Background: an optimization exercise with open tools, aiming at small area. Do not read the settings as production practice.
The RTL was checked by simulation tests, not by an equivalence proof against the original design.
The clock cells of runs 3 to 7 come from the design's own scripts or RTL, not from TritonCTS.
The clock input has no modelled driver; a real chip could not lean on it and would need a root buffer or a full tree.
Power is estimated from default activity; no workload was simulated.

==> flow/design.v <==
`timescale 1ns / 1ps
module display_controller(
	input clk,
	input rst,
	output hSync, vSync,
	output reg [9:0] hCount,
	output reg [9:0] vCount,
	output [2:0] divclk,  
	output carry7         
	);
	reg [1:0] phase;  
	wire tick = ~phase[1] & ~phase[0];
	assign divclk = {hCount[0] ^ (phase[1] | phase[0]), phase};
	assign carry7 = phase[1] & phase[0] & ~(|hCount[4:0]);
	wire hEnd = hCount[9] & hCount[8] & (&hCount[4:0]);
	wire vEnd = vCount[9] & vCount[3] & vCount[2];
	reg [9:0] hn, vn;
	reg hc, vc;
	integer i;
	always @(*) begin
		hc = tick;
		vc = tick & hEnd;
		for (i = 0; i < 10; i = i + 1) begin
			hn[i] = hCount[i] ^ hc;
			hc = hCount[i] & hc;
			vn[i] = vCount[i] ^ vc;
			vc = vCount[i] & vc;
		end
	end
	always @(posedge clk) begin
		phase <= rst ? 2'd0 : {phase[1] ^ phase[0], ~phase[0]};
		hCount <= (rst | (tick & hEnd)) ? 10'd0 : hn;
		vCount <= (rst | (tick & hEnd & vEnd)) ? 10'd0 : vn;
	end
	assign hSync = ~(hCount[9] | hCount[8] | hCount[7] | (hCount[6] & hCount[5]));
	assign vSync = ~(|vCount[9:1]);
endmodule
`timescale 1ns / 1ps
module pong_vga_bitchange(
	input clk,
	input rst,
	input p1_button_u,
	input p1_button_d,
	input p2_button_u,
	input p2_button_d,
	input start_btn,
	input [2:0] divclk,
	input [9:0] hCount, vCount,
	output white,
	output reg [3:0] score1,
	output reg [3:0] score2
	);
	function ge(input [10:0] x, input [10:0] c);
		integer i;
		reg r;
		begin
			r = 1'b1;
			for (i = 0; i < 11; i = i + 1)
				r = c[i] ? (x[i] & r) : (x[i] | r);
			ge = r;
		end
	endfunction
	function [10:0] inc(input [10:0] x, input c);
		integer i;
		reg k;
		begin
			k = c;
			for (i = 0; i < 11; i = i + 1) begin
				inc[i] = x[i] ^ k;
				k = x[i] & k;
			end
		end
	endfunction
	function [10:0] add(input [10:0] a, input [10:0] b, input c);
		integer i;
		reg k;
		begin
			k = c;
			for (i = 0; i < 11; i = i + 1) begin
				add[i] = a[i] ^ b[i] ^ k;
				k = (a[i] & b[i]) | (k & (a[i] ^ b[i]));
			end
		end
	endfunction
	reg enable;
	reg [5:0] I, J;
	reg [6:0] K;
	reg [8:0] p1_top, p2_top;
	reg [9:0] nbx, nby;
	wire [9:0] xo = ~nbx;
	reg [1:0] trajectory_sign;  
	reg [1:0] ball_shift_y;     
	wire run = enable & ~rst;
	wire start = start_btn & ~enable;
	wire s1_ten = score1[3] & score1[1];
	wire s2_ten = score2[3] & score2[1];
	wire goal1 = enable & ~start_btn & ge(xo, 717) & ~ge(xo, 1019);
	wire goal2 = enable & ~start_btn & ~ge(xo, 201);
	wire clr = rst | (start & (s1_ten | s2_ten));
	wire [10:0] s1n = inc(score1, goal1);
	wire [10:0] s2n = inc(score2, goal2);
	always @(posedge clk) begin
		enable <= ~rst & (start | (enable & ~goal1 & ~goal2));
		score1 <= clr ? 4'd0 : s1n[3:0];
		score2 <= clr ? 4'd0 : s2n[3:0];
	end
	wire hq = ge(hCount, 144) & ~ge(hCount, 785);
	wire u1 = p1_button_u & hq & ge(p1_top, 34);
	wire d1 = ~u1 & p1_button_d & hq & ~ge(p1_top, 455);
	wire u2 = p2_button_u & hq & ge(p2_top, 34);
	wire d2 = ~u2 & p2_button_d & hq & ~ge(p2_top, 455);
	wire st1 = enable & (u1 | d1);
	wire st2 = enable & (u2 | d2);
	wire iw = I[5] & I[4] & I[1];  
	wire jw = J[5] & J[4] & J[1];  
	wire [10:0] In = inc(I, st1);
	wire [10:0] Jn = inc(J, st2);
	wire [10:0] t1n = add(p1_top, {11{u1 & iw}}, d1 & iw);
	wire [10:0] t2n = add(p2_top, {11{u2 & jw}}, d2 & jw);
	always @(posedge clk) begin
		I <= (rst | (st1 & iw)) ? 6'd0 : In[5:0];
		J <= (rst | (st2 & jw)) ? 6'd0 : Jn[5:0];
		p1_top <= run ? t1n[8:0] : 9'd245;
		p2_top <= run ? t2n[8:0] : 9'd245;
	end
	wire kw = K[6] & K[5] & K[2];  
	wire move = enable & kw;
	wire [10:0] Kn = inc(K, enable);
	wire xr = trajectory_sign[0], yu = trajectory_sign[1];
	wire sx2 = ball_shift_y[1];
	wire [10:0] ndx = move ? ~{{9{~xr}}, sx2 | ~xr, ~sx2} : 11'h7ff;
	wire [10:0] ndy = move ? (yu ? {9'd0, ball_shift_y} : {9'h1ff, ~ball_shift_y}) : 11'd0;
	wire [10:0] nbxs = add(nbx, ndx, 1'b1);
	wire [10:0] nbys = add(nby, ndy, move & ~yu);
	wire [9:0] bxo = ~nbxs[9:0];  
	wire [9:0] byo = ~nbys[9:0];  
	wire wall_lo = ge(byo, 506);
	wire wall_hi = ~ge(byo, 35);
	wire [8:0] pt = bxo[9] ? p2_top : p1_top;
	wire [10:0] c = add({2'b0, pt}, {1'b0, nbys[9:0]}, 1'b1);
	wire [9:0] cs = {~c[9], c[8:0]};  
	wire near = ge(cs, 512 - 54) & ~ge(cs, 512 + 5);   
	wire edg = ~ge(cs, 512 - 42);                      
	wire hit1 = ge(bxo, 200) & ~ge(bxo, 211) & near;   
	wire hit2 = ge(bxo, 707) & ~ge(bxo, 718) & near;   
	always @(posedge clk) begin
		K <= (rst | move) ? 7'd0 : Kn[6:0];
		nbx <= run ? nbxs[9:0] : ~10'd459;
		nby <= run ? nbys[9:0] : ~10'd270;
		if (rst) begin
			trajectory_sign <= 2'b00;
			ball_shift_y <= 2'd1;
		end else if (start) begin
			trajectory_sign <= divclk[1:0];
			ball_shift_y <= {divclk[2], ~divclk[2]};
		end else if (enable) begin
			if (hit1)
				trajectory_sign <= {trajectory_sign[1], 1'b1};
			else if (hit2)
				trajectory_sign <= {trajectory_sign[1], 1'b0};
			else if (wall_lo)
				trajectory_sign <= {1'b1, trajectory_sign[0]};
			else if (wall_hi)
				trajectory_sign <= {1'b0, trajectory_sign[0]};
			if ((hit1 | hit2) & edg)
				ball_shift_y <= 2'd3;
		end
	end
	wire [8:0] nqt = hCount[9] ? ~p2_top : ~p1_top;
	wire [10:0] f = add({1'b0, vCount}, {1'b0, 1'b1, nqt}, 1'b1);  
	wire pad = f[10] & ~ge(f[9:0], 61) &
		((ge(hCount, 200) & ~ge(hCount, 211)) | (ge(hCount, 717) & ~ge(hCount, 728)));
	wire [10:0] gx = add({1'b0, hCount}, {1'b0, nbx}, 1'b1);
	wire [10:0] gy = add({1'b0, vCount}, {1'b0, nby}, 1'b1);
	wire ball = gx[10] & ~ge(gx[9:0], 11) & gy[10] & ~ge(gy[9:0], 11);
	wire [3:0] s = hCount[9] ? score2 : score1;
	wire g1 = s[3] | s[1] | ~(s[2] ^ s[0]);                        
	wire g2 = s[3] | ~s[2] | ~(s[1] ^ s[0]);                       
	wire g3 = s[3] | s[2] | ~s[1] | s[0];                          
	wire g4 = s[2] ? (s[1] ^ s[0]) : (s[1] | ~s[0]);               
	wire g5 = ~s[0] & (~s[2] | s[1]);                              
	wire g6 = s[3] | (s[2] & ~(s[1] & s[0])) | ~(s[2] | s[1] | s[0]);  
	wire g7 = s[3] ? ~s[1] : ((s[2] | s[1]) & ~(s[2] & s[1] & s[0]));  
	wire z10 = s[3] & s[1];                                        
	wire v1  = ge(vCount, 44) & ~ge(vCount, 50);
	wire v26 = ge(vCount, 50) & ~ge(vCount, 65);
	wire v35 = ge(vCount, 65) & ~ge(vCount, 80);
	wire v4  = ge(vCount, 80) & ~ge(vCount, 85);
	wire v7  = ge(vCount, 63) & ~ge(vCount, 68);
	wire vo  = ge(vCount, 44) & ~ge(vCount, 85);
	wire hl = (ge(hCount, 337) & ~ge(hCount, 343)) | (ge(hCount, 570) & ~ge(hCount, 576));
	wire hr = (ge(hCount, 352) & ~ge(hCount, 358)) | (ge(hCount, 585) & ~ge(hCount, 591));
	wire ha = (ge(hCount, 337) & ~ge(hCount, 358)) | (ge(hCount, 570) & ~ge(hCount, 591));
	wire ho = (ge(hCount, 317) & ~ge(hCount, 323)) | (ge(hCount, 550) & ~ge(hCount, 556));
	wire dig = (ha & ((g1 & v1) | (g4 & v4) | (g7 & v7))) |
		(hr & ((g2 & v26) | (g3 & v35))) |
		(hl & ((g6 & v26) | (g5 & v35))) |
		(ho & z10 & vo);
	assign white = pad | ball | dig;
endmodule
`timescale 1ns / 1ps
module counter(
	input clk,
	input rst,
	input cin,                   
	input [3:0] displayNumber1,  
	input [3:0] displayNumber2,  
	output [7:0] anode,
	output [6:0] ssdOut
	);
	reg [20:7] refresh;
	reg [20:7] nxt;
	reg c;
	integer i;
	always @(*) begin
		c = cin;
		for (i = 7; i < 21; i = i + 1) begin
			nxt[i] = refresh[i] ^ c;
			c = refresh[i] & c;
		end
	end
	always @(posedge clk)
		refresh <= rst ? 14'd0 : nxt;
	wire [2:0] sel = refresh[20:18];
	wire [3:0] num = sel[2] ? displayNumber2 : displayNumber1;
	wire ten = num[3] & num[1];
	wire [3:0] digit = (sel[1:0] == 2'd2) ? {3'd0, ten} :
		((sel[1:0] == 2'd3) & ~ten) ? num : 4'd0;
	assign anode = ~(8'b10000000 >> sel);
	wire d0 = digit == 4'd0, d1 = digit == 4'd1, d2 = digit == 4'd2, d3 = digit == 4'd3,
		d4 = digit == 4'd4, d5 = digit == 4'd5, d6 = digit == 4'd6, d7 = digit == 4'd7,
		d8 = digit == 4'd8, d9 = digit == 4'd9;
	assign ssdOut[6] = d1 | d4;                  
	assign ssdOut[5] = d5 | d6;                  
	assign ssdOut[4] = d2;                       
	assign ssdOut[3] = d1 | d4 | d7;             
	assign ssdOut[2] = d1 | d3 | d4 | d5 | d7 | d9;  
	assign ssdOut[1] = d1 | d2 | d3 | d7;        
	assign ssdOut[0] = d0 | d1 | d7;             
endmodule
`timescale 1ns / 1ps
module pong_vga_top(
	input ClkPort,
	input rst,  
	input BtnC,
	input BtnU,
	input BtnD,
	input BtnL,
	input BtnR,
	output hSync, vSync,
	output [3:0] vgaR, vgaG, vgaB,
	output An0, An1, An2, An3, An4, An5, An6, An7,
	output Ca, Cb, Cc, Cd, Ce, Cf, Cg, Dp,
	output MemOE, MemWR, RamCS, QuadSpiFlashCS
	);
	wire [9:0] hc, vc;
	wire [3:0] score1, score2;
	wire [6:0] ssdOut;
	wire [7:0] anode;
	wire [2:0] divclk;  
	wire carry7;        
	wire white;
	display_controller dc(.clk(ClkPort), .rst(rst), .hSync(hSync), .vSync(vSync),
		.hCount(hc), .vCount(vc), .divclk(divclk), .carry7(carry7));
	counter cnt(.clk(ClkPort), .rst(rst), .cin(carry7), .displayNumber1(score1), .displayNumber2(score2),
		.anode(anode), .ssdOut(ssdOut));
	pong_vga_bitchange vbc(.clk(ClkPort), .rst(rst), .start_btn(BtnC), .divclk(divclk),
		.p1_button_u(BtnL), .p1_button_d(BtnD), .p2_button_u(BtnU), .p2_button_d(BtnR),
		.hCount(hc), .vCount(vc), .white(white), .score1(score1), .score2(score2));
	assign Dp = 1;
	assign {Ca, Cb, Cc, Cd, Ce, Cf, Cg} = ssdOut;
	assign {An7, An6, An5, An4, An3, An2, An1, An0} = anode;
	assign vgaR = {4{white}};
	assign vgaG = {4{white}};
	assign vgaB = {4{white}};
	assign {MemOE, MemWR, RamCS, QuadSpiFlashCS} = 4'b1111;
endmodule
==> flow/flow/run.sh <==
#!/bin/bash
# Own layout flow: the standard flow (standard.sh) with these changes in how
# the layout is made:
#  - ABC maps the logic with an area-oriented script (abc.script here) instead
#    of ORFS's speed script, whose buffering and upsizing aim at delay;
#  - Yosys's synth runs without its early "abc -fast", so the full adders
#    are extracted from the written-out carry chains without inverters;
#  - the port buffers that global placement adds are sky130_fd_sc_hd__buf_1.
# Everything else (synthesis passes, floorplan, power grid, taps, CTS, routing)
# is the standard flow. Each tool's output goes to a log in this folder.
set -euo pipefail
here=$(pwd)
rm -rf "$here/scripts_mod"
cp -r "$FLOW_HOME/scripts" "$here/scripts_mod"
cp "$here/flow/abc.script" "$here/scripts_mod/abc_area.script"
export SCRIPTS_DIR="$here/scripts_mod"
export ABC_AREA=1
export SYNTH_ARGS=-noabc
export CTS_ARGS="-sink_clustering_enable -repair_clock_nets -buf_list {sky130_fd_sc_hd__clkbuf_4 sky130_fd_sc_hd__clkbuf_8} -dont_use_dummy_load"
export SKIP_REPAIR_TIE_FANOUT=1
export REMOVE_ABC_BUFFERS=1
export BUFFER_PORTS_ARGS="-buffer_cell sky130_fd_sc_hd__buf_1"
bash standard.sh > "$here/standard_flow.log" 2>&1
==> flow/flow/abc.script <==
strash
dch
map -a
&get -n
&st
&dch
&nf -R 1000
&put
topo
dnsize -c
==> flow/standard.sh <==
#!/bin/bash
# synth_recipe.tcl (not shown) runs the flow's synth.tcl, then flattens the netlist and writes it again
# the make line also repeats each setting of config.mk as NAME=value (left out here)
make -C /OpenROAD-flow-scripts/flow DESIGN_CONFIG=/design/flow/config.mk WORK_HOME=/design/flow/orfs CLKGATE_MAP_FILE= SYNTH_SCRIPT=/design/flow/synth_recipe.tcl "${@:-finish}"
==> flow/config.mk <==
export PLATFORM = sky130hd
export DESIGN_NAME = pong_vga_top
export DESIGN_NICKNAME = pong_vga_top
export VERILOG_FILES = /design/flow/design.v
export SDC_FILE = /design/flow/constraint.sdc
export NUM_CORES = 4
export LEC_CHECK = 0
export CAP_MARGIN = 0
export CORE_MARGIN = 2
export CORE_UTILIZATION = 40
export GPL_TIMING_DRIVEN = 0
export SLEW_MARGIN = 0
==> flow/constraint.sdc <==
create_clock -name core_clock -period 120.0 [get_ports {ClkPort}]
set_input_delay 24.0000 -clock core_clock [delete_from_list [all_inputs] [get_ports {ClkPort}]]
set_output_delay 24.0000 -clock core_clock [all_outputs]
set_load 0.01 [all_outputs]
==> flow_summary.ini, run 1 <==
[floorplan]
dieArea_mm2 = 0.0183
core_mm2 = 0.0171
die_w_um = 135
die_h_um = 135
start_util_pct = 40.4
pin_count = 41
fp-row-count = 48

[final_layout]
area_delta_synth_final_pct = 6.20
fin_area_mm2 = 0.00733
drive_gt1_share_pct = 1.70
final_nets = 846
utilization_pct = 42.9
antenna_cells = 0

[clock_network]
cts-root-buf = clkbuf_8
ctsResizeCount = 0
htreeDepth = 3
cts_hold_buf = 0
path_clk_slew_ns = 0.08
clk_latency_ns = 0.39
clock-sinks = 106
cts_buffer_depth = 2
cts_buffers = 9
cts_setup_buffers = 0
cts_tree = done

[logic_synthesis]
synth.most_common_cell = dfxtp_1
yosysUniqueCellTypes = 48
syn_inst = 678
yosysWarnings = 3
synth_area_leaders = dfxtp_1, fa_1, ha_1
ys.flop_type = dfxtp_1
synth_edf_count = 0
synth_top_area_share_pct = 30.7
synthArstFlopShare_pct = 0
yosys.area.top_type = dfxtp_1
syn-mean-instance-area_um2 = 10.2
synth-seq-area-share_pct = 30.7
ys_ff_latch = 106
synth_area_mm2 = 0.00691
synthTopCellsByCount = dfxtp_1, fa_1, ha_1, and2_0, nor2_1

[worst_setup_path]
path_class = reg -> out
critPathSlowestCell = dfxtp_1
crit_chain = mux2_1 -> ha_1 -> clkinv_1 -> fa_1 -> fa_1 -> fa_1 -> fa_1 -> fa_1 -> fa_1 -> fa_1 -> fa_1 -> clkinv_1 -> ha_1 -> nand4_1 -> nor3_1 -> a2111oi_0 -> o221ai_1 -> buf_1
required_ns = 96.00
crit_path_max_fanout = 23
endpoint_kind = primary output
critical_path.max_stage_delay_ns = 1.13
crit_top_cell = fa_1
crit_arrival_ns = 6.96
start_kind = flop

[grt]
antenna_found_initial = 0
first_global_vias = 5052
grtUsageTotal_pct = 17.0
grt-ovfl-total = 0
grt_pass1_wl_um = 24500
grt_max_degree = 30

[sta]
skew_ns = 0.0309
max_freq_mhz = 32.3
relSlewSlack_pct = 14.1
grt_setup_unrepaired = false
finalSetupViolCount = 0
tns_ns = 0
min_period_ns = 30.96
drv_slew = 0
timing.hold.ws_ns = 0.469
hold_viol = 0
max_slew.worst_pin.slew_ns = 1.28
fin_crit_sh_pct = 25.8

[placed_design]
dpl_cell_area_mm2 = 0.00721
dp.final_hpwl_um = 11300
io_buffers = 35
gp_congestion = 0.861

[detailed_routing]
wl_um = 14500
ant_nets = 0
drtPass1Iterations = 4
routed_via_density = 5.23
drc = 0
post_drt_wl_per_cell_um = 15.5
vias = 4872
dr.first_iter.drc_count = 157

[outcome]
status = no timing/DRC/antenna violations

[worst_hold_path]
min_path_type = reg -> reg

[power_and_ir_drop]
p_leak_nw = 3.01
p_per_area_mw_per_mm2 = 7.75
irDropWorstVdd_uv = 4.80

[flow_run]
cap_violations = 0
==> layer usage <==
layer / vias to the layer above / global-route usage [%] / routed length (µm)
li1: 2404 / - / -
met2: 92 / 29.8 / 7130
met3: 21 / 3.18 / 560
met5: - / 0 / 0
met4: 0 / 6.13 / 293
met1: 2355 / 20.8 / 6470
==> layout make-up <==
cell class	instances	area, µm²
repair buffers	36	148
flip-flops and latches	106	2120
multi-input cells	531	4570
fillers	1644	9780
inverters	24	90.1
well taps	225	282
clock buffers	9	124
==> worst paths after layout <==
| kind | startpoint | endpoint | slack (ns) | depth (start not counted) |
|---|---|---|---|---|
| worst max-delay path | dc.hCount[9]$_SDFF_PP0_ | vgaG[1] | 89.04 | 18 |
| worst max register to register | vbc.enable$_DFF_P_ | vbc.ball_shift_y[0]$_SDFFE_PP1P_ | 107.96 | 33 |
| worst min register to register | dc.phase[0]$_SDFF_PP0_ | dc.phase[0]$_SDFF_PP0_ | 0.47 | 1 |
| worst min-delay path | dc.phase[0]$_SDFF_PP0_ | dc.phase[0]$_SDFF_PP0_ | 0.47 | 1 |
==> where the power goes <==
part           internal (mW)  switching, mW
clock                0.00677         0.0114
combinational       0.000932        0.00157
sequential            0.0356       0.000594
==> cell families (layout without fill, tap and decap cells) <==
family,after synthesis,count (layout),synth area share (%)
adders and majority gates,131,131,31.0
xor gates and xnor gates,15,15,1.90
AOI/OAI and AO/OA,95,95,8.61
buffers and inverters,41,69,3.15
and+or+nand+nor,263,263,20.6
muxes,26,26,3.95
DFF,106,106,30.7
other,1,1,0.0543
==> critical path: cells and delay by family (launching register included) <==
family,cells,cell delay (ns)
AOI/OAI and AO/OA,2,0.82
adders and majority gates,10,3.74
buffers and inverters,3,0.39
DFF,1,1.13
muxes,1,0.29
and+or+nand+nor,2,0.19
==> stage by stage <==
stage / instances / setup WS, ns / power [mW]
finish: 931 / 89.04 / 0.0568
global route: 931 / 88.46 / 0.0595
CTS: 931 / 88.94 / 0.0579
detailed placement: 922 / 89.38 / 0.0395
global placement: 921 / 89.44 / 0.0393
floorplan: 661 / 89.53 / 0.0384
==> state kept, by name (all words and copies together), names as in the netlist <==
name / cells
vbc.p1_top: 9
vbc.trajectory_sign: 2
vbc.ball_shift_y: 2
vbc.I: 6
vbc.K: 7
cnt.refresh: 14
dc.hCount: 10
vbc.enable: 1
dc.phase: 2
vbc.p2_top: 9
vbc.score2: 4
vbc.J: 6
vbc.score1: 4
vbc.nbx: 10
vbc.nby: 10
dc.vCount: 10
==> placed cells by master (no fill, tap or decap), types with 6 or more instances in the layout <==
master and count:
mux2i_1 16, nor2b_1 22, o21ai_0 23, nand3_1 18
buf_1 34, nand2b_1 26, and2_0 60, nor2_1 39
xor2_1 11, a31oi_1 6, nand2_1 36, clkbuf_8 9
dfxtp_1 106, a211oi_1 7, clkinv_1 24, mux2_1 10
nand4_1 12, nor4_1 9, a21oi_1 31, nor3_1 22
ha_1 64, fa_1 67
==> run 2: changes to the inputs <==
--- a/flow/flow/run.sh
+++ b/flow/flow/run.sh
@@ -18,6 +18,4 @@
 export SYNTH_ARGS=-noabc
 export CTS_ARGS="-sink_clustering_enable -repair_clock_nets -buf_list {sky130_fd_sc_hd__clkbuf_4 sky130_fd_sc_hd__clkbuf_8} -dont_use_dummy_load"
-export SKIP_REPAIR_TIE_FANOUT=1
-export REMOVE_ABC_BUFFERS=1
 export BUFFER_PORTS_ARGS="-buffer_cell sky130_fd_sc_hd__buf_1"
 bash standard.sh > "$here/standard_flow.log" 2>&1
--- a/flow/config.mk
+++ b/flow/config.mk
@@ -6,7 +6,7 @@
 export NUM_CORES = 4
 export LEC_CHECK = 0
-export CAP_MARGIN = 0
+export CAP_MARGIN = 20
 export CORE_MARGIN = 2
 export CORE_UTILIZATION = 40
-export GPL_TIMING_DRIVEN = 0
-export SLEW_MARGIN = 0
+export CTS_BUF_LIST = sky130_fd_sc_hd__clkbuf_2 sky130_fd_sc_hd__clkbuf_4 sky130_fd_sc_hd__clkbuf_8
+export SLEW_MARGIN = 20
==> flow_summary.ini, run 2 <==
[clock_network]
cts_tree = done
htreeDepth = 3
cts_hold_buf = 0
path_clk_slew_ns = 0.10
cts_buffers = 9
clk_latency_ns = 0.39
cts-root-buf = clkbuf_8
cts_buffer_depth = 2
ctsResizeCount = 0
cts_setup_buffers = 0
clock-sinks = 106

[floorplan]
die_h_um = 135
dieArea_mm2 = 0.0183
pin_count = 41
fp-row-count = 48
die_w_um = 135
start_util_pct = 40.4
core_mm2 = 0.0171

[detailed_routing]
dr.first_iter.drc_count = 268
drtPass1Iterations = 4
routed_via_density = 5.26
wl_um = 14100
ant_nets = 0
vias = 4942
post_drt_wl_per_cell_um = 15.0
drc = 0

[placed_design]
io_buffers = 35
gp_congestion = 0.842
dp.final_hpwl_um = 11100

[logic_synthesis]
synth_edf_count = 0
ys.flop_type = dfxtp_1
yosys.area.top_type = dfxtp_1
ys_ff_latch = 106
synth_area_leaders = dfxtp_1, fa_1, ha_1
syn_inst = 678
synthArstFlopShare_pct = 0
syn-mean-instance-area_um2 = 10.2
yosysWarnings = 3
yosysUniqueCellTypes = 48
synth_area_mm2 = 0.00691
synth-seq-area-share_pct = 30.7
synth_top_area_share_pct = 30.7
synth.most_common_cell = dfxtp_1
synthTopCellsByCount = dfxtp_1, fa_1, ha_1, and2_0, nor2_1

[sta]
max_freq_mhz = 32.9
max_slew.worst_pin.slew_ns = 0.852
drv_slew = 0
relSlewSlack_pct = 43.2
fin_crit_sh_pct = 25.3
tns_ns = 0
min_period_ns = 30.40
hold_viol = 0
finalSetupViolCount = 0
grt_setup_unrepaired = false
skew_ns = 0.0349

[worst_setup_path]
r2r_cells = 34
r2r-start = vbc.enable$_DFF_P_
critPathTopFamily = adder cells
crit_arrival_ns = 6.40
endpoint_kind = primary output
critPathLaunch = dc.hCount[9]$_SDFF_PP0_
cp.buffers_inverters = 4
cp.depth = 19
critPathSlowestCell = o221ai_1
path_class = reg -> out
cp-endpoint = vgaR[3]
reg2reg_to = vbc.ball_shift_y[0]$_SDFFE_PP1P_
required_ns = 96.00
setup.reg_to_reg.worst_slack_ns = 108.55
crit_chain = buf_4 -> mux2_1 -> ha_1 -> clkinv_1 -> fa_1 -> fa_1 -> fa_1 -> fa_1 -> fa_1 -> fa_1 -> fa_1 -> fa_1 -> clkinv_1 -> ha_1 -> nand4_1 -> nor3_1 -> a2111oi_0 -> o221ai_1 -> buf_1
crit_path_max_fanout = 23
critical_path.max_stage_delay_ns = 0.48
start_kind = flop
crit_top_cell = fa_1

[outcome]
status = no timing/DRC/antenna violations

[final_layout]
antenna_cells = 0
area_delta_synth_final_pct = 6.76
utilization_pct = 43.1
final_nets = 854
drive_gt1_share_pct = 2.24
max_flop_register = cnt.refresh
largest_reg_flops = 14
mostFrequentLayoutCells = dfxtp_1, fa_1, ha_1, and2_0, nor2_1
layout_commonest_cell = dfxtp_1

[grt]
grt_max_degree = 30
grt-ovfl-total = 0
first_global_vias = 4996
antenna_found_initial = 0
grt_pass1_wl_um = 24400
grtUsageTotal_pct = 16.8

[power_and_ir_drop]
p_leak_nw = 3.04
irDropWorstVdd_uv = 4.94
p_per_area_mw_per_mm2 = 7.65

[worst_hold_path]
min_path_type = reg -> reg
holdPathStages = 1

[flow_run]
cap_violations = 0
[run 2: cell types whose count changed in the layout (fill, tap and decap cells not counted)]
cell	change
buf_4	+5
buf_1	+1
buf_2	-1
buf_8	-1
conb_1	+4
nor2_1	-1
nor2_2	+1
[run 2: logic make-up after synthesis]
kind of cell             share of synthesized area (%)
AND/OR/NAND/NOR                                   20.6
adder cells (fa/ha/maj)                           31.0
AO/OA/AOI/OAI                                     8.61
other                                           0.0543
buffers and inverters                             3.15
multiplexers                                      3.95
XOR/XNOR                                          1.90
flip-flops                                        30.7
[run 2: layout make-up]
cell class                 instances  area [µm²]
clock buffer                       9         124
inverter                          24        90.1
sequential                       106        2120
timing repair buffer              40         169
fill                            1689        9740
multi-input combinational        535        4590
tap                              225         282
[run 2: how the worst min path moves through the flow]
stage	slack [ns]	start	end
4_1_cts	0.48	dc.phase[0]$_SDFF_PP0_	dc.phase[0]$_SDFF_PP0_
2_1_floorplan	0.42	dc.phase[0]$_SDFF_PP0_	dc.phase[0]$_SDFF_PP0_
5_1_grt	0.49	dc.phase[0]$_SDFF_PP0_	dc.phase[0]$_SDFF_PP0_
3_3_place_gp	0.44	dc.phase[0]$_SDFF_PP0_	dc.phase[0]$_SDFF_PP0_
3_5_place_dp	0.46	dc.phase[0]$_SDFF_PP0_	dc.phase[0]$_SDFF_PP0_
6_report	0.49	dc.phase[0]$_SDFF_PP0_	dc.phase[0]$_SDFF_PP0_
[run 2: worst reg2reg max path: cells and delay by family (launching register included)]
kind	cells	cell delay [ns]
adders and majority gates	18	7.73
and+or+nand+nor	7	1.38
DFF	1	0.61
AOI/OAI and AO/OA	3	0.52
xor gates and xnor gates	2	0.44
buffers and inverters	3	0.43
muxes	1	0.23
[run 2: where the power goes]
group / internal (mW) / total, mW / switching [mW]
clock network: 0.00676 / 0.0178 / 0.0111
logic: 0.000925 / 0.00245 / 0.00152
registers: 0.0356 / 0.0361 / 0.000571
total: 0.0432 / 0.0564 / 0.0131
[run 2: stage by stage]
step	cell area (µm²)	total power [mW]	cells	hold WS, ns	setup WS [ns]
floorplan	6920	0.0385	682	0.418	90.01
global placement	7250	0.0393	930	0.439	89.89
detailed placement	7250	0.0394	930	0.460	89.96
CTS	7370	0.0573	939	0.480	89.50
global route	7370	0.0590	939	0.491	89.07
finish	7370	0.0564	939	0.490	89.60
[run 2: layer usage]
layer  global-route usage [%]  part of all wire [%]  up-vias  wire (µm)
li1                         -                     -     2416          -
met1                     22.0                    46     2394       6520
met2                     28.7                    48      112       6700
met3                     2.58                   4.1       20        582
met4                     5.61                   2.0        0        279
met5                        0                     0        -          0
==> run 3: changes to the inputs <==
==> flow/flow/run.sh (replaced) <==
#!/bin/bash
# Own layout flow: the standard flow (standard.sh) with these changes in how
# the layout is made:
#  - ABC maps the logic with an area-oriented script (abc.script here) instead
#    of ORFS's speed script, whose buffering and upsizing aim at delay;
#  - Yosys's synth runs without its early "abc -fast", so the full adders
#    are extracted from the written-out carry chains without inverters;
#  - the port buffers that global placement adds are sky130_fd_sc_hd__buf_1;
#  - one tie cell drives all the constant outputs;
#  - the clock tree is flow/clock_tree.tcl: four clkbuf_16, each driving the
#    flip-flops of one region, instead of TritonCTS's two-level tree.
# Everything else (synthesis passes, floorplan, power grid, taps, placement,
# routing) is the standard flow. Each tool's output goes to a log in this folder.
set -euo pipefail
here=$(pwd)
rm -rf "$here/scripts_mod"
cp -r "$FLOW_HOME/scripts" "$here/scripts_mod"
cp "$here/flow/abc.script" "$here/scripts_mod/abc_area.script"
# the CTS step builds the clock tree with flow/clock_tree.tcl
sed -i "s|^log_cmd clock_tree_synthesis {\*}\$cts_args|source $here/flow/clock_tree.tcl|" "$here/scripts_mod/cts.tcl"
grep -q "source $here/flow/clock_tree.tcl" "$here/scripts_mod/cts.tcl"
export SCRIPTS_DIR="$here/scripts_mod"
export ABC_AREA=1
export SYNTH_ARGS=-noabc
export SKIP_REPAIR_TIE_FANOUT=1
export REMOVE_ABC_BUFFERS=1
export BUFFER_PORTS_ARGS="-buffer_cell sky130_fd_sc_hd__buf_1"
bash standard.sh > "$here/standard_flow.log" 2>&1
==> flow/flow/clock_tree.tcl (new file) <==
# Clock tree used in place of clock_tree_synthesis (sourced by the CTS step):
# the flip-flops are split by position into 4 groups (k-means), and each group
# gets one sky130_fd_sc_hd__clkbuf_16 driven by the clock port, placed at the
# group's centre. All groups have the same buffer and depth, so the clock
# reaches every register through exactly one buffer.
set n_groups 4
set buf_cell sky130_fd_sc_hd__clkbuf_16
set block [ord::get_db_block]
set clknet [$block findNet [get_full_name [lindex [get_property [lindex [all_clocks] 0] sources] 0]]]
set sinks {}
foreach it [$clknet getITerms] {
  set bb [[$it getInst] getBBox]
  lappend sinks [list $it [expr {([$bb xMin] + [$bb xMax]) / 2.0}] [expr {([$bb yMin] + [$bb yMax]) / 2.0}]]
}
set n [llength $sinks]
puts "clock_tree.tcl: [$clknet getName] has $n sinks"
# k-means on the sink positions, started from the sinks' order along x
set sorted [lsort -real -index 1 $sinks]
set cent {}
for {set k 0} {$k < $n_groups} {incr k} {
  set s [lindex $sorted [expr {int(($k + 0.5) * $n / $n_groups)}]]
  lappend cent [list [lindex $s 1] [lindex $s 2]]
}
for {set iter 0} {$iter < 50} {incr iter} {
  set assign {}
  for {set k 0} {$k < $n_groups} {incr k} { set sx($k) 0.0; set sy($k) 0.0; set cnt($k) 0 }
  foreach s $sinks {
    set best 0
    set bd 1e30
    for {set k 0} {$k < $n_groups} {incr k} {
      set c [lindex $cent $k]
      set d [expr {abs([lindex $s 1] - [lindex $c 0]) + abs([lindex $s 2] - [lindex $c 1])}]
      if {$d < $bd} { set bd $d; set best $k }
    }
    lappend assign $best
    set sx($best) [expr {$sx($best) + [lindex $s 1]}]
    set sy($best) [expr {$sy($best) + [lindex $s 2]}]
    incr cnt($best)
  }
  set cent {}
  for {set k 0} {$k < $n_groups} {incr k} {
    if {$cnt($k) > 0} {
      lappend cent [list [expr {$sx($k) / $cnt($k)}] [expr {$sy($k) / $cnt($k)}]]
    } else {
      lappend cent [list 0 0]
    }
  }
}
set master [[ord::get_db] findMaster $buf_cell]
for {set k 0} {$k < $n_groups} {incr k} {
  set inst [odb::dbInst_create $block $master "clkbuf_grp_$k"]
  set net [odb::dbNet_create $block "clknet_grp_$k"]
  $net setSigType CLOCK
  [$inst findITerm A] connect $clknet
  [$inst findITerm X] connect $net
  set c [lindex $cent $k]
  $inst setLocation [expr {int([lindex $c 0])}] [expr {int([lindex $c 1])}]
  $inst setPlacementStatus PLACED
  set grp_net($k) $net
  puts "clock_tree.tcl: group $k: $cnt($k) sinks"
}
set i 0
foreach s $sinks {
  set k [lindex $assign $i]
  incr i
  set it [lindex $s 0]
  $it disconnect
  $it connect $grp_net($k)
}
set_propagated_clock [all_clocks]
==> flow/config.mk (replaced) <==
export PLATFORM = sky130hd
export DESIGN_NAME = pong_vga_top
export DESIGN_NICKNAME = pong_vga_top
export VERILOG_FILES = /design/flow/design.v
export SDC_FILE = /design/flow/constraint.sdc
export NUM_CORES = 4
export LEC_CHECK = 0
export CAP_MARGIN = 0
export CORE_MARGIN = 2
export CORE_UTILIZATION = 40
export GPL_TIMING_DRIVEN = 0
export SLEW_MARGIN = 0
==> flow_summary.ini, run 3 <==
[detailed_routing]
ant_nets = 0
vias = 4827
wl_um = 14300
post_drt_wl_per_cell_um = 15.5
drtPass1Iterations = 4
drc = 0
routed_via_density = 5.21
dr.first_iter.drc_count = 164

[final_layout]
n_fill_cell = 1645
antenna_cells = 0
fin_cells = 926
largest_reg_flops = 14
mostFrequentLayoutCells = dfxtp_1, fa_1, ha_1, and2_0, nor2_1
utilization_pct = 42.7
max_flop_register = cnt.refresh
area_delta_synth_final_pct = 5.85
final_nets = 841
layout_commonest_cell = dfxtp_1
multiInputGateArea_mm2 = 0.00457
drive_gt1_share_pct = 0.999
fin_area_mm2 = 0.00731
seq_area_mm2 = 0.00212

[placed_design]
io_buffers = 35
dpl_cell_area_mm2 = 0.00721
gp_congestion = 0.861
dp.final_hpwl_um = 11300
dp_cells = 922

[floorplan]
start_util_pct = 40.4
dieArea_mm2 = 0.0183
die_w_um = 135
die_h_um = 135
fp-row-count = 48
core_mm2 = 0.0171
pin_count = 41

[worst_hold_path]
holdPathStages = 1
min_path_type = reg -> reg

[logic_synthesis]
ys.flop_type = dfxtp_1
synth-seq-area-share_pct = 30.7
syn_inst = 678
synth_edf_count = 0
synth_area_leaders = dfxtp_1, fa_1, ha_1
synth_area_mm2 = 0.00691
synthTopCellsByCount = dfxtp_1, fa_1, ha_1, and2_0, nor2_1
ys_ff_latch = 106
syn-mean-instance-area_um2 = 10.2
yosys.area.top_type = dfxtp_1
yosysWarnings = 3
synth.most_common_cell = dfxtp_1
synthArstFlopShare_pct = 0
synth_top_area_share_pct = 30.7
yosysUniqueCellTypes = 48

[sta]
min_period_ns = 30.76
drv_slew = 0
skew_ns = 0.0369
grt_setup_unrepaired = false
relSlewSlack_pct = 12.8
tns_ns = 0
max_slew.worst_pin.slew_ns = 1.30
max_freq_mhz = 32.5
finalSetupViolCount = 0
fin_crit_sh_pct = 25.6
hold_viol = 0

[grt]
grtUsageTotal_pct = 16.0
antenna_found_initial = 0
grt_pass1_wl_um = 24200
grt_max_degree = 34
grt-ovfl-total = 0
first_global_vias = 4989

[worst_setup_path]
crit_chain = mux2_1 -> ha_1 -> clkinv_1 -> fa_1 -> fa_1 -> fa_1 -> fa_1 -> fa_1 -> fa_1 -> fa_1 -> fa_1 -> clkinv_1 -> ha_1 -> nand4_1 -> nor3_1 -> a2111oi_0 -> o221ai_1 -> buf_1
critPathSlowestCell = dfxtp_1
crit_top_cell = fa_1
critical_path.max_stage_delay_ns = 1.14
start_kind = flop
path_class = reg -> out
crit_path_max_fanout = 23
required_ns = 96.00
r2r_cells = 33
crit_arrival_ns = 6.76
endpoint_kind = primary output

[power_and_ir_drop]
p_per_area_mw_per_mm2 = 7.39
p_leak_nw = 3.00
power_mw = 0.0540
irDropWorstVdd_uv = 7.44

[clock_network]
ctsResizeCount = 0
path_clk_slew_ns = 0.11
cts_hold_buf = 0
clk_latency_ns = 0.18
cts_setup_buffers = 0

[outcome]
status = no timing/DRC/antenna violations

[flow_run]
cap_violations = 0
==> run 3: cell counts after synthesis <==
Identical to the previous run, type by type.
==> run 3: per-stage QoR <==
| stage | hold WS [ns] | setup WS (ns) |
|---|---|---|
| 2_1_floorplan | 0.418 | 89.53 |
| 3_3_place_gp | 0.442 | 89.44 |
| 3_5_place_dp | 0.458 | 89.38 |
| 4_1_cts | 0.485 | 89.17 |
| 5_1_grt | 0.516 | 88.68 |
| 6_report | 0.474 | 89.24 |
==> run 3: worst paths after layout <==
kind	from	end	slack [ns]
worst max-delay path	dc.hCount[9]$_SDFF_PP0_	vgaG[1]	89.24
worst min-delay path	dc.phase[0]$_SDFF_PP0_	dc.phase[0]$_SDFF_PP0_	0.47
worst max register to register	vbc.enable$_DFF_P_	vbc.ball_shift_y[0]$_SDFFE_PP1P_	107.98
worst min register to register	dc.phase[0]$_SDFF_PP0_	dc.phase[0]$_SDFF_PP0_	0.47
==> run 3: per-layer routing <==
layer	up-vias	global-route usage (%)	part of all wire, %
met5	-	0	0
met2	81	29.4	49
met3	15	1.23	3.4
met4	0	2.95	1.7
li1	2394	-	-
met1	2337	20.7	46
==> run 3: cell type report <==
type	instances	share of cell area [%]
multi-input cells	531	62.5
inverters	24	1.23
plain buffers	4	1.37
repair buffers	36	2.02
flip-flops and latches	106	29.0
well taps	225	3.85
==> run 3: logic make-up after synthesis <==
group | synth area share (%)
XOR/XNOR | 1.90
other | 0.0543
AND/OR/NAND/NOR | 20.6
multiplexers | 3.95
buffers and inverters | 3.15
AO/OA/AOI/OAI | 8.61
adder cells (fa/ha/maj) | 31.0
flip-flops | 30.7
==> run 3: where the power goes <==
| part | total, mW | internal (mW) | switching (mW) |
|---|---|---|---|
| sequential | 0.0362 | 0.0356 | 0.000615 |
| combinational | 0.00250 | 0.000930 | 0.00157 |
| clock | 0.0153 | 0.00617 | 0.00915 |
==> run 3: worst max-delay path, delay by kind of cell, from the launching register on <==
family | cells | cell delay, ns
compound gates | 2 | 0.83
fa+ha+maj | 10 | 3.73
buf+inv | 3 | 0.39
flops | 1 | 1.14
mux | 1 | 0.29
simple gates | 2 | 0.18
==> run 4: changes to the inputs <==
--- a/flow/config.mk
+++ b/flow/config.mk
@@ -8,5 +8,5 @@
 export CAP_MARGIN = 0
 export CORE_MARGIN = 2
-export CORE_UTILIZATION = 40
+export CORE_UTILIZATION = 70
 export GPL_TIMING_DRIVEN = 0
 export SLEW_MARGIN = 0
==> flow_summary.ini, run 4 <==
[clock_network]
clk_latency_ns = 0.17
ctsResizeCount = 0
path_clk_slew_ns = 0.10
cts_hold_buf = 0
cts_setup_buffers = 0

[sta]
max_freq_mhz = 32.5
min_period_ns = 30.79
tns_ns = 0
hold_viol = 0
max_slew.worst_pin.slew_ns = 1.20
fin_crit_sh_pct = 25.7
relSlewSlack_pct = 19.6
worst_slack_ns = 89.21
skew_ns = 0.0199
finalSetupViolCount = 0
drv_slew = 0
grt_setup_unrepaired = false

[placed_design]
pre_cts_slack_ns = 89.43
dp.final_hpwl_um = 11000
io_buffers = 35
gp_congestion = 0.913

[detailed_routing]
drtPass1Iterations = 5
wl_um = 13700
routed_via_density = 5.94
dr.first_iter.drc_count = 200
post_drt_wl_per_cell_um = 16.4
ant_nets = 0
drc = 0
vias = 4956

[logic_synthesis]
yosys.area.top_type = dfxtp_1
synth.most_common_cell = dfxtp_1
yosysUniqueCellTypes = 48
synth_area_mm2 = 0.00691
ys_ff_latch = 106
synth_top_area_share_pct = 30.7
syn_inst = 678
syn-mean-instance-area_um2 = 10.2
ys.flop_type = dfxtp_1
synthTopCellsByCount = dfxtp_1, fa_1, ha_1, and2_0, nor2_1
synth_area_leaders = dfxtp_1, fa_1, ha_1
synth_edf_count = 0
synthArstFlopShare_pct = 0
yosysWarnings = 3
synth-seq-area-share_pct = 30.7

[worst_setup_path]
start_kind = flop
crit_arrival_ns = 6.79
critPathSlowestCell = dfxtp_1
crit_chain = mux2_1 -> ha_1 -> clkinv_1 -> fa_1 -> fa_1 -> fa_1 -> fa_1 -> fa_1 -> fa_1 -> fa_1 -> fa_1 -> clkinv_1 -> ha_1 -> nand4_1 -> nor3_1 -> a2111oi_0 -> o221ai_1 -> buf_1
crit_top_cell = fa_1
cp.buffers_inverters = 3
critPathTopFamily = adder cells
crit_path_max_fanout = 23
path_class = reg -> out
critical_path.max_stage_delay_ns = 1.14
required_ns = 96.00
endpoint_kind = primary output

[floorplan]
fp-row-count = 36
start_util_pct = 71.3
pin_count = 41
die_h_um = 103
dieArea_mm2 = 0.0107
die_w_um = 103
core_mm2 = 0.00968

[worst_hold_path]
min_path_type = reg -> reg

[power_and_ir_drop]
p_per_area_mw_per_mm2 = 7.46
p_leak_nw = 3.00
power_mw = 0.0539
irDropWorstVdd_uv = 7.56

[outcome]
status = no timing/DRC/antenna violations

[final_layout]
layout_commonest_cell = dfxtp_1
max_flop_register = cnt.refresh
area_delta_synth_final_pct = 4.57
mostFrequentLayoutCells = dfxtp_1, fa_1, ha_1, and2_0, nor2_1
antenna_cells = 0
final_nets = 842
drive_gt1_share_pct = 0.997
largest_reg_flops = 14

[grt]
antenna_found_initial = 0
grt_pass1_wl_um = 22500
grt_max_degree = 31
grt-ovfl-total = 0
grtUsageTotal_pct = 26.7
first_global_vias = 4799

[flow_run]
cap_violations = 0
run 4: cell counts after synthesis:
Identical to the previous run, type by type.
run 4: layout make-up:
type                       instances  area (µm²)
tap                              133         166
inverter                          24        90.1
multi-input combinational        531        4570
timing repair buffer              37         174
sequential                       106        2120
buffer                             4         100
fill                             707        2460
run 4: stage by stage:
| stage | cell area [µm²] | hold slack [ns] | utilization (%) | std cells |
|---|---|---|---|---|
| after global placement | 7080 | 0.461 | 73.1 | 829 |
| after floorplan | 6780 | 0.418 | - | 661 |
| after detailed placement | 7120 | 0.477 | 73.5 | 831 |
| after global routing | 7220 | 0.519 | 74.6 | 835 |
| final | 7220 | 0.492 | 74.6 | 835 |
| after CTS | 7220 | 0.497 | 74.6 | 835 |
run 4: path summary, 6_finish.rpt:
| kind | startpoint | end | slack [ns] | cells after the start |
|---|---|---|---|---|
| setup / recovery | dc.hCount[9]$_SDFF_PP0_ | vgaG[0] | 89.21 | 18 |
| hold / removal | dc.phase[0]$_SDFF_PP0_ | dc.phase[0]$_SDFF_PP0_ | 0.49 | 1 |
| setup reg to reg | vbc.enable$_DFF_P_ | vbc.ball_shift_y[0]$_SDFFE_PP1P_ | 107.95 | 33 |
| hold reg to reg | dc.phase[0]$_SDFF_PP0_ | dc.phase[0]$_SDFF_PP0_ | 0.49 | 1 |
run 4: where the power goes:
| part | switching (mW) | total (mW) | internal, mW | leakage [nW] |
|---|---|---|---|---|
| clock network | 0.00879 | 0.0149 | 0.00615 | 0.0493 |
| registers | 0.000685 | 0.0362 | 0.0356 | 0.857 |
| logic | 0.00162 | 0.00267 | 0.00105 | 2.10 |
run 4: routing by layer:
metal  global-route usage, %  part of all wire (%)  vias up
li1                        -                     -     2403
met1                    34.4                    43     2386
met2                    48.4                    50      142
met3                    2.49                   4.3       25
met4                    7.29                   2.7        0
met5                       0                     0        -
run 4: logic make-up (layout without fill, tap and decap cells):
family                     Yosys count  after routing  share of synthesized area [%]
AOI/OAI and AO/OA                   95             95                           8.61
xor gates and xnor gates            15             15                           1.90
adders and majority gates          131            131                           31.0
buffers and inverters               41             65                           3.15
DFF                                106            106                           30.7
muxes                               26             26                           3.95
other                                1              1                         0.0543
and+or+nand+nor                    263            263                           20.6
==> run 5: changes to the inputs <==
--- a/flow/flow/clock_tree.tcl
+++ b/flow/flow/clock_tree.tcl
@@ -1,4 +1,5 @@
 # Clock tree used in place of clock_tree_synthesis (sourced by the CTS step):
-# the flip-flops are split by position into 4 groups (k-means), and each group
+# the flip-flops are split by position into 4 groups (k-means, then at most
+# n/4 + 1 per group, nearest first), and each group
 # gets one sky130_fd_sc_hd__clkbuf_16 driven by the clock port, placed at the
 # group's centre. All groups have the same buffer and depth, so the clock
@@ -47,4 +48,26 @@
   }
 }
+# final assignment with at most cap sinks per group, nearest pairs first
+set cap [expr {($n + $n_groups - 1) / $n_groups + 1}]
+set pairs {}
+set i 0
+foreach s $sinks {
+  for {set k 0} {$k < $n_groups} {incr k} {
+    set c [lindex $cent $k]
+    lappend pairs [list $i $k [expr {abs([lindex $s 1] - [lindex $c 0]) + abs([lindex $s 2] - [lindex $c 1])}]]
+  }
+  incr i
+}
+for {set k 0} {$k < $n_groups} {incr k} { set cnt($k) 0; set sx($k) 0.0; set sy($k) 0.0 }
+array unset grp
+foreach p [lsort -real -index 2 $pairs] {
+  lassign $p i k d
+  if {[info exists grp($i)] || $cnt($k) >= $cap} { continue }
+  set grp($i) $k
+  incr cnt($k)
+  set s [lindex $sinks $i]
+  set sx($k) [expr {$sx($k) + [lindex $s 1]}]
+  set sy($k) [expr {$sy($k) + [lindex $s 2]}]
+}
 set master [[ord::get_db] findMaster $buf_cell]
 for {set k 0} {$k < $n_groups} {incr k} {
@@ -54,6 +77,5 @@
   [$inst findITerm A] connect $clknet
   [$inst findITerm X] connect $net
-  set c [lindex $cent $k]
-  $inst setLocation [expr {int([lindex $c 0])}] [expr {int([lindex $c 1])}]
+  $inst setLocation [expr {int($sx($k) / $cnt($k))}] [expr {int($sy($k) / $cnt($k))}]
   $inst setPlacementStatus PLACED
   set grp_net($k) $net
@@ -62,9 +84,8 @@
 set i 0
 foreach s $sinks {
-  set k [lindex $assign $i]
-  incr i
   set it [lindex $s 0]
   $it disconnect
-  $it connect $grp_net($k)
+  $it connect $grp_net($grp($i))
+  incr i
 }
 set_propagated_clock [all_clocks]
--- a/flow/config.mk
+++ b/flow/config.mk
@@ -8,5 +8,5 @@
 export CAP_MARGIN = 0
 export CORE_MARGIN = 2
-export CORE_UTILIZATION = 70
+export CORE_UTILIZATION = 40
 export GPL_TIMING_DRIVEN = 0
 export SLEW_MARGIN = 0
==> flow_summary.ini, run 5 <==
[placed_design]
io_buffers = 35
dp_cells = 922
dpl_cell_area_mm2 = 0.00721
dp.final_hpwl_um = 11300
gp_congestion = 0.861

[detailed_routing]
wl_um = 14400
vias = 4837
drtPass1Iterations = 5
ant_nets = 0
drc = 0
post_drt_wl_per_cell_um = 15.5
routed_via_density = 5.22
dr.first_iter.drc_count = 169

[power_and_ir_drop]
sw_frac_of_total_pct = 21.8
p_leak_nw = 3.00
p_seq_share_pct = 66.3
p_comb_share_pct = 4.6
power_mw = 0.0546
switching_power_mw = 0.0119
irDropWorstVdd_uv = 6.94
p_clk_share_pct = 29.1
intPower_mw = 0.0427
p_per_area_mw_per_mm2 = 7.47

[logic_synthesis]
syn_inst = 678
yosysWarnings = 3
ys.flop_type = dfxtp_1
synthTopCellsByCount = dfxtp_1, fa_1, ha_1, and2_0, nor2_1
synth_top_area_share_pct = 30.7
synth_area_leaders = dfxtp_1, fa_1, ha_1
yosys.area.top_type = dfxtp_1
ys_ff_latch = 106
synth_edf_count = 0
synth-seq-area-share_pct = 30.7
yosysUniqueCellTypes = 48
synthArstFlopShare_pct = 0
synth.most_common_cell = dfxtp_1
synth_area_mm2 = 0.00691
syn-mean-instance-area_um2 = 10.2

[final_layout]
antenna_cells = 0
n_fill_cell = 1642
fin_area_mm2 = 0.00731
drive_gt1_share_pct = 0.999
max_flop_register = cnt.refresh
utilization_pct = 42.7
largest_reg_flops = 14
fin_cells = 926
layout_commonest_cell = dfxtp_1
mostFrequentLayoutCells = dfxtp_1, fa_1, ha_1, and2_0, nor2_1
area_delta_synth_final_pct = 5.85
final_nets = 841

[floorplan]
die_h_um = 135
pin_count = 41
dieArea_mm2 = 0.0183
die_w_um = 135
core_mm2 = 0.0171
fp-row-count = 48
start_util_pct = 40.4

[worst_setup_path]
crit_path_max_fanout = 23
required_ns = 96.00
crit_arrival_ns = 6.78
endpoint_kind = primary output
start_kind = flop
r2r_cells = 33
path_class = reg -> out

[sta]
drv_slew = 0
min_period_ns = 30.78
hold_viol = 0
finalSetupViolCount = 0
relSlewSlack_pct = 14.8
fin_crit_sh_pct = 25.7
max_freq_mhz = 32.5
tns_ns = 0
max_slew.worst_pin.slew_ns = 1.27
skew_ns = 0.00775
grt_setup_unrepaired = false

[clock_network]
cts_hold_buf = 0
cts_setup_buffers = 0
path_clk_slew_ns = 0.11
ctsResizeCount = 0
clk_latency_ns = 0.17

[worst_hold_path]
min_path_type = reg -> reg
holdPathStages = 1

[grt]
first_global_vias = 4998
grt_pass1_wl_um = 24300
grt_max_degree = 30
antenna_found_initial = 0
grt-ovfl-total = 0
grtUsageTotal_pct = 16.1

[flow_run]
cap_violations = 0

[outcome]
status = no timing/DRC/antenna violations
## run 5: cell counts after synthesis
No cell type changed its count.
## run 5: power groups by stage
stage / clock, mW / combinational, mW / sequential, mW
global placement: 0 / 0.00234 / 0.0369
floorplan: 0 / 0.00163 / 0.0368
global route: 0.0177 / 0.00296 / 0.0363
finish: 0.0159 / 0.00249 / 0.0362
detailed placement: 0 / 0.00250 / 0.0370
CTS: 0.0165 / 0.00253 / 0.0362
## run 5: cell families (layout without fill, tap and decap cells)
kind of cell	Yosys count	after routing	share of synthesized area (%)
DFF	106	106	30.7
muxes	26	26	3.95
AOI/OAI and AO/OA	95	95	8.61
xor gates and xnor gates	15	15	1.90
other	1	1	0.0543
adders and majority gates	131	131	31.0
and+or+nand+nor	263	263	20.6
buffers and inverters	41	64	3.15
## run 5: worst max-delay path, stage by stage, from the launching register on
cell and delay (ns):
dfxtp_1 1.15, mux2_1 0.29, ha_1 0.15, clkinv_1 0.08, fa_1 0.42, fa_1 0.42, fa_1 0.42, fa_1 0.42
fa_1 0.43, fa_1 0.42, fa_1 0.42, fa_1 0.41, clkinv_1 0.07, ha_1 0.22, nand4_1 0.11, nor3_1 0.08
a2111oi_0 0.39, o221ai_1 0.43, buf_1 0.24
## run 5: metal layers
metal	global-route usage (%)	vias up	share of wire, %
li1	-	2396	-
met1	21.0	2343	46
met2	29.4	81	49
met3	1.27	17	3.7
met4	3.30	0	2.0
met5	0	-	0
## run 5: worst paths after layout
kind	to	start	slack (ns)
worst max register to register	vbc.ball_shift_y[0]$_SDFFE_PP1P_	vbc.enable$_DFF_P_	107.99
worst max-delay path	vgaG[1]	dc.hCount[9]$_SDFF_PP0_	89.22
worst min register to register	dc.phase[0]$_SDFF_PP0_	dc.phase[0]$_SDFF_PP0_	0.47
worst min-delay path	dc.phase[0]$_SDFF_PP0_	dc.phase[0]$_SDFF_PP0_	0.47
## run 5: final cells by class
type | count | area (µm²) | share of cell area, %
plain buffers | 4 | 100 | 1.37
inverters | 24 | 90.1 | 1.23
multi-input cells | 531 | 4570 | 62.5
flip-flops and latches | 106 | 2120 | 29.0
well taps | 225 | 282 | 3.85
repair buffers | 36 | 148 | 2.02
## run 5: per-stage QoR
step	hold WS, ns	worst slack [ns]
after CTS	0.483	89.13
after detailed placement	0.458	89.38
final	0.470	89.22
after floorplan	0.418	89.53
after global placement	0.442	89.44
after global routing	0.515	88.65
==> run 6: changes to the inputs <==
--- a/flow/flow/run.sh
+++ b/flow/flow/run.sh
@@ -2,5 +2,6 @@
 # Own layout flow: the standard flow (standard.sh) with these changes in how
 # the layout is made:
-#  - ABC maps the logic with an area-oriented script (abc.script here) instead
+#  - ABC maps the logic with an area-oriented script (abc.script here: a
+#    minute of &deepsyn AIG optimisation, then area mapping) instead
 #    of ORFS's speed script, whose buffering and upsizing aim at delay;
 #  - Yosys's synth runs without its early "abc -fast", so the full adders
==> flow/flow/abc.script (replaced) <==
strash
&get -n
&st
&deepsyn -T 60
&dch
&nf -R 1000
&put
==> flow_summary.ini, run 6 <==
[logic_synthesis]
synth_top_area_share_pct = 31.1
syn-mean-instance-area_um2 = 10.5
syn_inst = 653
synth_area_mm2 = 0.00683
synth_area_leaders = dfxtp_1, fa_1, ha_1
yosysWarnings = 3
synth_edf_count = 0
ys_ff_latch = 106
yosysUniqueCellTypes = 51
synth.most_common_cell = dfxtp_1
synth-seq-area-share_pct = 31.1
synthTopCellsByCount = dfxtp_1, fa_1, ha_1, and2_0, nor2_1
yosys.area.top_type = dfxtp_1
ys.flop_type = dfxtp_1
synthArstFlopShare_pct = 0

[final_layout]
seq_area_mm2 = 0.00212
multiInputGateArea_mm2 = 0.00450
drive_gt1_share_pct = 1.18
antenna_cells = 0
n_fill_cell = 1533
largest_reg_flops = 14
fin_cells = 897
area_delta_synth_final_pct = 5.93
final_nets = 817
mostFrequentLayoutCells = dfxtp_1, fa_1, ha_1, and2_0, buf_1
max_flop_register = cnt.refresh
fin_area_mm2 = 0.00724
layout_commonest_cell = dfxtp_1

[worst_setup_path]
crit_path_max_fanout = 21
endpoint_kind = primary output
path_class = reg -> out
required_ns = 96.00
start_kind = flop
crit_arrival_ns = 6.37

[power_and_ir_drop]
p_per_area_mw_per_mm2 = 7.80
power_mw = 0.0564
irDropWorstVdd_uv = 7.24
p_leak_nw = 2.93

[detailed_routing]
dr.first_iter.drc_count = 268
vias = 4751
routed_via_density = 5.30
post_drt_wl_per_cell_um = 15.3
wl_um = 13700
drtPass1Iterations = 4
drc = 0
ant_nets = 0

[clock_network]
ctsResizeCount = 0
cts_hold_buf = 0
clk_latency_ns = 0.17
path_clk_slew_ns = 0.11
cts_setup_buffers = 0

[placed_design]
gp_congestion = 0.887
io_buffers = 35
dp.final_hpwl_um = 11000
dpl_cell_area_mm2 = 0.00713
dp_cells = 892

[grt]
antenna_found_initial = 0
first_global_vias = 4938
grt_max_degree = 30
grt_pass1_wl_um = 23500
grtUsageTotal_pct = 15.6
grt-ovfl-total = 0

[sta]
max_freq_mhz = 32.9
min_period_ns = 30.37
grt_setup_unrepaired = false
fin_crit_sh_pct = 25.3
drv_slew = 0
max_slew.worst_pin.slew_ns = 1.12
hold_viol = 0
finalSetupViolCount = 0
tns_ns = 0
skew_ns = 0.0133
relSlewSlack_pct = 25.1

[outcome]
status = no timing/DRC/antenna violations

[worst_hold_path]
min_path_type = reg -> reg

[floorplan]
die_h_um = 135
core_mm2 = 0.0166
fp-row-count = 47
pin_count = 41
dieArea_mm2 = 0.0181
start_util_pct = 41.1
die_w_um = 135

[flow_run]
cap_violations = 0
-- run 6: where the power goes --
part | switching (mW) | internal [mW] | total [mW]
combinational | 0.00266 | 0.00174 | 0.00440
clock | 0.00952 | 0.00619 | 0.0157
sequential | 0.000673 | 0.0357 | 0.0363
total | 0.0128 | 0.0436 | 0.0564
-- run 6: worst paths after layout --
check | from | endpoint | slack [ns] | depth (start not counted)
max reg2reg | vbc.enable$_DFF_P_ | vbc.trajectory_sign[0]$_SDFFE_PP0P_ | 108.24 | 35
max | dc.hCount[9]$_SDFF_PP0_ | vgaG[1] | 89.63 | 18
min | dc.phase[0]$_SDFF_PP0_ | dc.phase[0]$_SDFF_PP0_ | 0.48 | 1
min reg2reg | dc.phase[0]$_SDFF_PP0_ | dc.phase[0]$_SDFF_PP0_ | 0.48 | 1
-- run 6: stage by stage --
| stage | hold WS, ns | setup WS [ns] | utilization (%) |
|---|---|---|---|
| CTS | 0.487 | 89.52 | 43.4 |
| detailed placement | 0.460 | 89.72 | 42.8 |
| global placement | 0.434 | 89.82 | 42.7 |
| global route | 0.510 | 89.10 | 43.5 |
| finish | 0.480 | 89.63 | 43.5 |
| floorplan | 0.418 | 89.82 | - |
-- run 6: routing by layer --
layer / part of all wire, % / track usage (%) / vias up
met2: 48 / 27.9 / 106
met3: 4.3 / 1.16 / 21
met5: 0 / 0 / -
met4: 2.4 / 3.68 / 0
li1: - / - / 2328
met1: 45 / 20.7 / 2296
-- run 6: area by class of cell --
type / instances / area share, %
Buffer: 4 / 1.38
Inverter: 22 / 1.14
Multi-Input combinational cell: 508 / 62.2
Sequential cell: 106 / 29.3
Tap cell: 220 / 3.80
Timing Repair Buffer: 37 / 2.14
-- run 6: logic make-up (layout without fill, tap and decap cells) --
kind of cell,count (synthesis),count (layout),synth area share [%]
compound gates,87,87,8.19
xor+xnor,18,18,2.31
fa+ha+maj,131,131,31.3
buf+inv,39,63,3.08
flops,106,106,31.1
mux,28,28,4.28
other cells,1,1,0.0549
simple gates,243,243,19.7
-- run 6: critical path, cell delays in order (launching register included) --
cell	delay (ns)
dfxtp_1	1.07
mux2_1	0.32
ha_1	0.16
clkinv_1	0.08
fa_1	0.42
fa_1	0.43
fa_1	0.42
fa_1	0.42
fa_1	0.45
fa_1	0.43
fa_1	0.42
fa_1	0.41
clkinv_1	0.06
ha_1	0.22
nand4_1	0.07
nor4_1	0.05
a31oi_1	0.17
nand4_1	0.35
buf_1	0.24
==> run 7: changes to the inputs <==
--- a/flow/design.v
+++ b/flow/design.v
@@ -87,5 +87,6 @@
 	reg [6:0] K;
 	reg [8:0] p1_top, p2_top;
-	reg [9:0] nbx, nby;
+	reg [9:0] nbx;
+	reg [8:0] nyq;
 	wire [9:0] xo = ~nbx;
 	reg [1:0] trajectory_sign;  
@@ -132,14 +133,14 @@
 	wire [10:0] ndy = move ? (yu ? {9'd0, ball_shift_y} : {9'h1ff, ~ball_shift_y}) : 11'd0;
 	wire [10:0] nbxs = add(nbx, ndx, 1'b1);
-	wire [10:0] nbys = add(nby, ndy, move & ~yu);
+	wire [10:0] nyqs = add({2'b0, nyq}, ndy, move & ~yu);
 	wire [9:0] bxo = ~nbxs[9:0];  
-	wire [9:0] byo = ~nbys[9:0];  
-	wire wall_lo = ge(byo, 506);
-	wire wall_hi = ~ge(byo, 35);
+	wire [8:0] byq = ~nyqs[8:0];  
+	wire wall_lo = ge(byq, 480);
+	wire wall_hi = ~ge(byq, 9);
 	wire [8:0] pt = bxo[9] ? p2_top : p1_top;
-	wire [10:0] c = add({2'b0, pt}, {1'b0, nbys[9:0]}, 1'b1);
+	wire [10:0] c = add({2'b0, pt}, {2'b11, nyqs[8:0]}, 1'b1);
 	wire [9:0] cs = {~c[9], c[8:0]};  
-	wire near = ge(cs, 512 - 54) & ~ge(cs, 512 + 5);   
-	wire edg = ~ge(cs, 512 - 42);                      
+	wire near = ge(cs, 512 - 28) & ~ge(cs, 512 + 31);   
+	wire edg = ~ge(cs, 512 - 16);                       
 	wire hit1 = ge(bxo, 200) & ~ge(bxo, 211) & near;   
 	wire hit2 = ge(bxo, 707) & ~ge(bxo, 718) & near;   
@@ -147,5 +148,5 @@
 		K <= (rst | move) ? 7'd0 : Kn[6:0];
 		nbx <= run ? nbxs[9:0] : ~10'd459;
-		nby <= run ? nbys[9:0] : ~10'd270;
+		nyq <= run ? nyqs[8:0] : ~9'd244;
 		if (rst) begin
 			trajectory_sign <= 2'b00;
@@ -172,6 +173,6 @@
 		((ge(hCount, 200) & ~ge(hCount, 211)) | (ge(hCount, 717) & ~ge(hCount, 728)));
 	wire [10:0] gx = add({1'b0, hCount}, {1'b0, nbx}, 1'b1);
-	wire [10:0] gy = add({1'b0, vCount}, {1'b0, nby}, 1'b1);
-	wire ball = gx[10] & ~ge(gx[9:0], 11) & gy[10] & ~ge(gy[9:0], 11);
+	wire [10:0] gy = add({1'b0, vCount}, {2'b01, nyq}, 1'b1);  
+	wire ball = gx[10] & ~ge(gx[9:0], 11) & gy[10] & ge(gy[9:0], 26) & ~ge(gy[9:0], 37);
 	wire [3:0] s = hCount[9] ? score2 : score1;
 	wire g1 = s[3] | s[1] | ~(s[2] ^ s[0]);                        
==> flow_summary.ini, run 7 <==
[final_layout]
mostFrequentLayoutCells = dfxtp_1, fa_1, ha_1, and2_0, nor2_1
final_nets = 804
antenna_cells = 0
layout_commonest_cell = dfxtp_1
area_delta_synth_final_pct = 5.88
max_flop_register = cnt.refresh
largest_reg_flops = 14
drive_gt1_share_pct = 1.05

[logic_synthesis]
yosys.area.top_type = dfxtp_1
syn-mean-instance-area_um2 = 10.5
ys.flop_type = dfxtp_1
synthArstFlopShare_pct = 0
synth.most_common_cell = dfxtp_1
synth_area_leaders = dfxtp_1, fa_1, ha_1
synthTopCellsByCount = dfxtp_1, fa_1, ha_1, and2_0, nor2_1
yosysWarnings = 3
yosysUniqueCellTypes = 53
synth_area_mm2 = 0.00677
synth_top_area_share_pct = 31.1
ys_ff_latch = 105
syn_inst = 642
synth_edf_count = 0
synth-seq-area-share_pct = 31.1

[worst_setup_path]
required_ns = 96.00
crit_top_cell = fa_1
critPathSlowestCell = dfxtp_1
endpoint_kind = primary output
start_kind = flop
setup.reg_to_reg.worst_slack_ns = 108.06
crit_chain = mux2_1 -> ha_1 -> clkinv_1 -> fa_1 -> fa_1 -> fa_1 -> fa_1 -> fa_1 -> fa_1 -> fa_1 -> fa_1 -> clkinv_1 -> ha_1 -> or4b_1 -> nor4b_1 -> o311a_1 -> nor2_1 -> nand4_1 -> buf_1
r2r_cells = 32
reg2reg_to = vbc.trajectory_sign[1]$_SDFFE_PP0P_
path_class = reg -> out
crit_arrival_ns = 6.97
r2r-start = vbc.enable$_DFF_P_
critPathTopFamily = adder cells
cp.buffers_inverters = 3
critical_path.max_stage_delay_ns = 1.18
crit_path_max_fanout = 25

[sta]
min_period_ns = 30.97
hold_viol = 0
grt_setup_unrepaired = false
skew_ns = 0.00499
max_slew.worst_pin.slew_ns = 1.27
tns_ns = 0
timing.hold.ws_ns = 0.496
fin_crit_sh_pct = 25.8
drv_slew = 0
relSlewSlack_pct = 14.6
finalSetupViolCount = 0
max_freq_mhz = 32.3

[flow_run]
cap_violations = 0

[worst_hold_path]
holdPathStages = 1
hold_path_end = dc.phase[0]$_SDFF_PP0_
min_path_type = reg -> reg
min_from = dc.phase[0]$_SDFF_PP0_

[grt]
antenna_found_initial = 0
grtUsageTotal_pct = 15.2
grt-ovfl-total = 0
first_global_vias = 4670
grt_pass1_wl_um = 22500
grt_max_degree = 31

[outcome]
status = no timing/DRC/antenna violations

[power_and_ir_drop]
irDropWorstVdd_uv = 6.50
p_leak_nw = 2.97
p_per_area_mw_per_mm2 = 8.06

[floorplan]
fp-row-count = 47
pin_count = 41
core_mm2 = 0.0166
die_w_um = 134
die_h_um = 134
start_util_pct = 40.8
dieArea_mm2 = 0.0180

[detailed_routing]
ant_nets = 0
drc = 0
routed_via_density = 5.26
post_drt_wl_per_cell_um = 15.2
wl_um = 13500
vias = 4653
dr.first_iter.drc_count = 275
drtPass1Iterations = 4

[clock_network]
cts_setup_buffers = 0
cts_hold_buf = 0
ctsResizeCount = 0
path_clk_slew_ns = 0.10
clk_latency_ns = 0.17

[placed_design]
io_buffers = 35
dp.final_hpwl_um = 10700
gp_congestion = 0.823
run 7: cell types whose count changed after synthesis, sizes merged, moves of 3 or more:
cell,previous run,this run
mux2i,18,15
nand2,32,25
nor4bb,0,3
nor2,33,39
a31oi,6,10
nand3,16,7
a21o,3,0
nor4,10,6
xor2,6,9
o21ai,25,28
mux2,10,14
xnor2,12,6
nand2b,29,24
run 7: metal layers:
layer  GRT usage, %  vias to the layer above  share of wire, %
li1               -                     2283                 -
met3          0.794                       18               4.0
met1           20.2                     2251                46
met4           2.81                        0               1.9
met5              0                        -                 0
met2           27.7                      101                49
run 7: power by group:
part | switching (mW) | total [mW] | leakage (nW) | internal [mW]
clock network | 0.00929 | 0.0155 | 0.0493 | 0.00618
registers | 0.000672 | 0.0360 | 0.849 | 0.0354
logic | 0.00353 | 0.00622 | 2.07 | 0.00269
run 7: stage by stage:
| step | util, % | setup slack (ns) | area [µm²] | cells | power [mW] |
|---|---|---|---|---|---|
| 2_1_floorplan | - | 89.42 | 6640 | 625 | 0.0412 |
| 3_3_place_gp | 42.5 | 89.31 | 7050 | 880 | 0.0427 |
| 3_5_place_dp | 42.6 | 89.20 | 7060 | 881 | 0.0432 |
| 4_1_cts | 43.2 | 88.99 | 7160 | 885 | 0.0586 |
| 5_1_grt | 43.2 | 88.48 | 7160 | 885 | 0.0607 |
| 6_report | 43.2 | 89.03 | 7160 | 885 | 0.0577 |
run 7: worst max-delay path by stage:
stage / slack (ns) / cells past startpoint / to / start
global placement: 89.31 / 19 / vgaB[3] / dc.hCount[9]$_SDFF_PP0_
global route: 88.48 / 19 / vgaB[3] / dc.hCount[9]$_SDFF_PP0_
floorplan: 89.42 / 18 / vgaB[0] / dc.hCount[9]$_SDFF_PP0_
CTS: 88.99 / 19 / vgaR[2] / dc.hCount[9]$_SDFF_PP0_
detailed placement: 89.20 / 19 / vgaR[2] / dc.hCount[9]$_SDFF_PP0_
finish: 89.03 / 19 / vgaR[2] / dc.hCount[9]$_SDFF_PP0_
run 7: cells by family (layout without fill, tap and decap cells):
| kind of cell | count (synthesis) | after routing | share of synthesized area, % |
|---|---|---|---|
| xor+xnor | 15 | 15 | 1.94 |
| other cells | 1 | 1 | 0.0554 |
| fa+ha+maj | 130 | 130 | 31.3 |
| flops | 105 | 105 | 31.1 |
| mux | 29 | 29 | 4.55 |
| compound gates | 89 | 89 | 8.38 |
| simple gates | 232 | 232 | 19.5 |
| buf+inv | 41 | 64 | 3.22 |
run 7: area by class of cell:
class / count / area (µm²)
Timing Repair Buffer: 36 / 148
Buffer: 4 / 100
Inverter: 24 / 90.1
Multi-Input combinational cell: 496 / 4450
Fill cell: 1632 / 9420
Sequential cell: 105 / 2100
Tap cell: 220 / 275
